Source: an optimization exercise on an open RTL-to-GDS flow (aim: small area). Production flows keep margins and buffers that such runs may drop.
Only simulation tests tie the RTL to the original design; equivalence was not proved.
The clock input has no modelled driver; a real chip could not lean on it and would need a root buffer or a full tree.

## cedar
Design traffic_light_controller, start of the top module:
module traffic_light_controller(
    input clk_in,
    input rst,
    input sw0,
    input sw1,
    input [2:0] btn,
    output reg [6:0] seg,
    output red,
    output yellow,
    output green,
    output red2,
    output yellow2,
    output green2
);
localparam RED = 2'd0, GREEN = 2'd1, YELLOW = 2'd2;
localparam L_OFF = 2'd0, L_R = 2'd1, L_Y = 2'd2, L_G = 2'd3;
reg [1:0] ml, sl;        
assign red     = ml[0] & ~ml[1];
assign yellow  = ml[1] & ~ml[0];
assign green   = ml[0] & ml[1];
assign red2    = sl[0] & ~sl[1];
assign yellow2 = sl[1] & ~sl[0];
assign green2  = sl[0] & sl[1];
reg [3:0] p;                        
wire tick = (p == 4'd15);
always @(posedge clk_in)
    if (rst) p <= 4'd15;
    else     p <= p + 4'd1;
reg rst_d;      
reg fresh;      
always @(posedge clk_in) begin
    rst_d <= rst;
    fresh <= rst | (fresh & ~(tick & ~rst_d));
end
wire c0     = (p == 4'd0);             
wire c1     = (p == 4'd1);             
wire c2     = (p == 4'd2);             
wire act_t8 = ~p[3];                   
wire act_t4 = p[3] & ~p[2];            
wire act_t  = ~(p[3] & p[2]);          
wire act_c2 = ~p[3] & ~p[2] & p[1];    
wire act_c8 = p[3] ^ p[2];             
wire act_c  = act_c2 | act_c8;         
reg       q_up;              
reg       q_tclr;            
reg       q_cclr;            
reg       q_cload;           
wire      rot = q_tclr & ~q_cclr;    
wire [3:0] s0_lo, s1_lo, s2_lo;
wire s0n0, s0n1, s1n0, s1n1, s2n0, s2n1;
wire s0h0, s0h1, s1h0, s1h1, s2h0, s2h1;
reg  en0, en1, en2;          
tl_time u_s0 (.clk(clk_in), .tick(tick), .fresh(fresh), .k0(c1), .k1(c0),
              .rot(rot), .r0(s1h0), .r1(s1h1), .en(en0), .up(q_up),
              .h0(s0h0), .h1(s0h1), .n0(s0n0), .n1(s0n1), .lo(s0_lo));
tl_time u_s1 (.clk(clk_in), .tick(tick), .fresh(fresh), .k0(1'b0), .k1(c0),
              .rot(rot), .r0(s2h0), .r1(s2h1), .en(en1), .up(q_up),
              .h0(s1h0), .h1(s1h1), .n0(s1n0), .n1(s1n1), .lo(s1_lo));
  ...
Size in the first run: roughly 450 cells after synthesis, about 20 I/O pins, roughly 0.0051 mm2 of cells after synthesis.
export LEC_CHECK = 0
export ABC_AREA = 1
export CAP_MARGIN = 20
export CORE_MARGIN = 2
export CORE_UTILIZATION = 75
export SLEW_MARGIN = 20
create_clock -name core_clock -period 8.0 [get_ports {clk_in}]
standard.sh (not shown) runs the stock make flow with config.mk's settings and CLKGATE_MAP_FILE= SYNTH_SCRIPT=/design/flow/synth_recipe.tcl, a recipe that flattens the netlist after the stock synthesis.
==> flow/flow/run.sh <==
#!/bin/bash
# Own layout flow: the standard synthesis, then the combinational logic
# re-mapped for area (registers untouched), then the standard ORFS steps with
# a clock tree of one root and 16 leaf buffers (flow/mancts.tcl) and
# minimum-size port buffers.
set -euo pipefail
W=$PWD
F=$W/flow
R=$W/orfs/results/$FLOW_PLATFORM/traffic_light_controller/base
LIB=$FLOW_HOME/platforms/$FLOW_PLATFORM/lib/sky130_fd_sc_hd__tt_025C_1v80.lib

bash standard.sh synth > $W/log_1_synth.log 2>&1
cp $R/1_2_yosys.v $W/std_1_2_yosys.v

REOPT_LIB=$LIB REOPT_IN=$W/std_1_2_yosys.v REOPT_OUT=$W/reopt.v REOPT_TOP=$FLOW_TOP \
REOPT_ABC=$F/abc.script REOPT_SEEDS="1 2 3 4 5" REOPT_DONTUSE=$F/dontuse.txt REOPT_STAT=$W/reopt_stat.txt \
  yosys -c $F/reopt.tcl > $W/log_2_reopt.log 2>&1

cp $W/reopt.v $R/1_2_yosys.v
rm -f $R/1_synth.odb $R/1_synth.sdc

bash standard.sh \
  "PRE_CTS_TCL=$F/mancts.tcl" \
  "BUFFER_PORTS_ARGS=-buffer_cell sky130_fd_sc_hd__buf_1" \
  finish > $W/log_3_layout.log 2>&1
==> flow/flow/mancts.tcl <==
# Clock tree built here instead of by clock_tree_synthesis (ORFS calls this
# proc in its CTS step): the clock port drives one root buffer, which drives
# NB leaf buffers; each leaf drives the registers of one group, the groups
# split by position (NX columns by x, each cut into rows by y) and each leaf
# placed at the centre of its group. Detailed placement legalizes them.
proc clock_tree_synthesis { args } {
  set nx 4
  set ny 4
  set leaf_cell sky130_fd_sc_hd__buf_4
  set root_cell sky130_fd_sc_hd__buf_12
  # leaves whose registers see a clock slew above this (ns, estimated from
  # placement) get the next larger buffer
  set slew_target 0.095
  set upsizes {sky130_fd_sc_hd__buf_6 sky130_fd_sc_hd__buf_8}
  set block [ord::get_db_block]
  set dbu [$block getDbUnitsPerMicron]
  set src [get_full_name [lindex [get_property [lindex [all_clocks] 0] sources] 0]]
  set clk [get_nets $src]
  set net [$block findNet $src]
  set pts {}
  foreach it [$net getITerms] {
    set inst [$it getInst]
    set bb [$inst getBBox]
    set x [expr {([$bb xMin] + [$bb xMax]) / 2.0 / $dbu}]
    set y [expr {([$bb yMin] + [$bb yMax]) / 2.0 / $dbu}]
    lappend pts [list $x $y "[$inst getName]/[[$it getMTerm] getName]"]
  }
  set groups {}
  set cols [lsort -real -index 0 $pts]
  set n [llength $cols]
  for {set i 0} {$i < $nx} {incr i} {
    set col [lrange $cols [expr {$i * $n / $nx}] [expr {($i + 1) * $n / $nx - 1}]]
    set col [lsort -real -index 1 $col]
    set m [llength $col]
    for {set j 0} {$j < $ny} {incr j} {
      lappend groups [lrange $col [expr {$j * $m / $ny}] [expr {($j + 1) * $m / $ny - 1}]]
    }
  }
  set leafs {}
  set g 0
  foreach grp $groups {
    if {[llength $grp] == 0} { continue }
    set sx 0; set sy 0; set pins {}
    foreach p $grp {
      set sx [expr {$sx + [lindex $p 0]}]
      set sy [expr {$sy + [lindex $p 1]}]
      lappend pins [get_pins [lindex $p 2]]
    }
    set cx [expr {$sx / [llength $grp]}]
    set cy [expr {$sy / [llength $grp]}]
    lappend leafs [insert_buffer -buffer_cell $leaf_cell -net $clk -load_pins $pins \
      -location [list $cx $cy] -buffer_name clkbuf_leaf_$g -net_name clknet_leaf_$g]
    incr g
  }
  set pins {}
  set sx 0; set sy 0
  foreach p $pts { set sx [expr {$sx + [lindex $p 0]}]; set sy [expr {$sy + [lindex $p 1]}] }
  foreach b $leafs { lappend pins [get_pins [get_full_name $b]/A] }
  insert_buffer -buffer_cell $root_cell -net $clk -load_pins $pins \
    -location [list [expr {$sx / [llength $pts]}] [expr {$sy / [llength $pts]}]] \
    -buffer_name clkbuf_root -net_name clknet_root
  set_propagated_clock [all_clocks]
  puts "manual clock tree: root $root_cell, [llength $leafs] x $leaf_cell for [llength $pts] registers"
  # a leaf whose registers see a slow clock edge gets the next larger buffer
  estimate_parasitics -placement
  foreach b $leafs {
    set name [get_full_name $b]
    foreach cell $upsizes {
      set worst 0
      foreach pin [get_pins -of_objects [get_nets -of_objects [get_pins $name/X]]] {
        if {[get_property $pin direction] ne "input"} { continue }
        foreach e {slew_max_rise slew_max_fall} {
          set v [get_property $pin $e]
          if {$v > $worst} { set worst $v }
        }
      }
      if {$worst <= $slew_target} { break }
      puts "manual clock tree: $name slew $worst, now $cell"
      replace_cell [get_cells $name] $cell
      estimate_parasitics -placement
    }
  }
}

Other scripts of this flow, unchanged in this note and not shown: flow/flow/abc.script, flow/flow/dontuse.txt, flow/flow/reopt.tcl
Changes in maple relative to cedar:
Settings: changing CORE_UTILIZATION from 75 to 85.
-- flow/flow/mancts.tcl --
<<< cedar, line 9
  set leaf_cell sky130_fd_sc_hd__buf_4
  set root_cell sky130_fd_sc_hd__buf_12
  # leaves whose registers see a clock slew above this (ns, estimated from
  # placement) get the next larger buffer
  set slew_target 0.095
  set upsizes {sky130_fd_sc_hd__buf_6 sky130_fd_sc_hd__buf_8}
  set block [ord::get_db_block]
  set dbu [$block getDbUnitsPerMicron]
>>> maple, line 9
  set leaf_cell sky130_fd_sc_hd__buf_4
  set root_cell sky130_fd_sc_hd__buf_12
  set block [ord::get_db_block]
  set dbu [$block getDbUnitsPerMicron]
<<< cedar, line 62
  set_propagated_clock [all_clocks]
  puts "manual clock tree: root $root_cell, [llength $leafs] x $leaf_cell for [llength $pts] registers"
  # a leaf whose registers see a slow clock edge gets the next larger buffer
  estimate_parasitics -placement
  foreach b $leafs {
    set name [get_full_name $b]
    foreach cell $upsizes {
      set worst 0
      foreach pin [get_pins -of_objects [get_nets -of_objects [get_pins $name/X]]] {
        if {[get_property $pin direction] ne "input"} { continue }
        foreach e {slew_max_rise slew_max_fall} {
          set v [get_property $pin $e]
          if {$v > $worst} { set worst $v }
        }
      }
      if {$worst <= $slew_target} { break }
      puts "manual clock tree: $name slew $worst, now $cell"
      replace_cell [get_cells $name] $cell
      estimate_parasitics -placement
    }
  }
}

>>> maple, line 58
  set_propagated_clock [all_clocks]
  puts "manual clock tree: root $root_cell, [llength $leafs] x $leaf_cell for [llength $pts] registers"
}
==> comparison <==
Any difference in worst hold slack between cedar and maple is small enough to ignore. In the reports for cedar and maple, the smaller area overhead of the layout relative to synthesis belongs to maple. The die extent in x number comes out higher for cedar vs maple. Of cedar and maple, the lower routed wire length belongs to cedar. In the flow results for cedar and maple, the final worst-path setup slack is smaller on maple. What cedar reported for amount of wire on met2 after detailed routing has to be multiplied by 1.2 to get the figure for maple. In the reports for cedar and maple, the larger global-route usage belongs to maple. From cedar to maple the numbers moved as follows: die outline area decreased by about 11% relative to the old numbers, number of non-clock inverters in the layout closely matched the old numbers.
In every run of this note, the design's own scripts or RTL, not TritonCTS, make the clock network.

-- static timing again, ports no longer ideal --
In the flow no input, the clock included, has a driving cell. The finished layouts below were timed again as built, in two steps. Step 1, drivers: a clkbuf_16 drives clk_in and a buf_2 each remaining input, both assumed. Step 2 adds t to the input delays and takes it off the output delays; t is the mean of the earliest and latest rising clock arrival at the registers after step 1. Input paths then give back, and output paths get back, about the clock's delay inside the block. Slacks: ideal ports / drivers / drivers and shift; pairs: ideal ports / drivers.
run | t (ns) | slack for setup (ns) | hold WS [ns]
cedar | 0.354 | 3.371 / 3.371 / 3.280 | 0.315 / 0.315 / 0.315
maple | 0.370 | 2.164 / 2.164 / 2.164 | 0.313 / 0.313 / 0.313
After both steps every run listed still meets setup and hold. The setup slack of cedar, which loses most, moves by 0.000 ns with the drivers and by -0.091 ns with both steps.
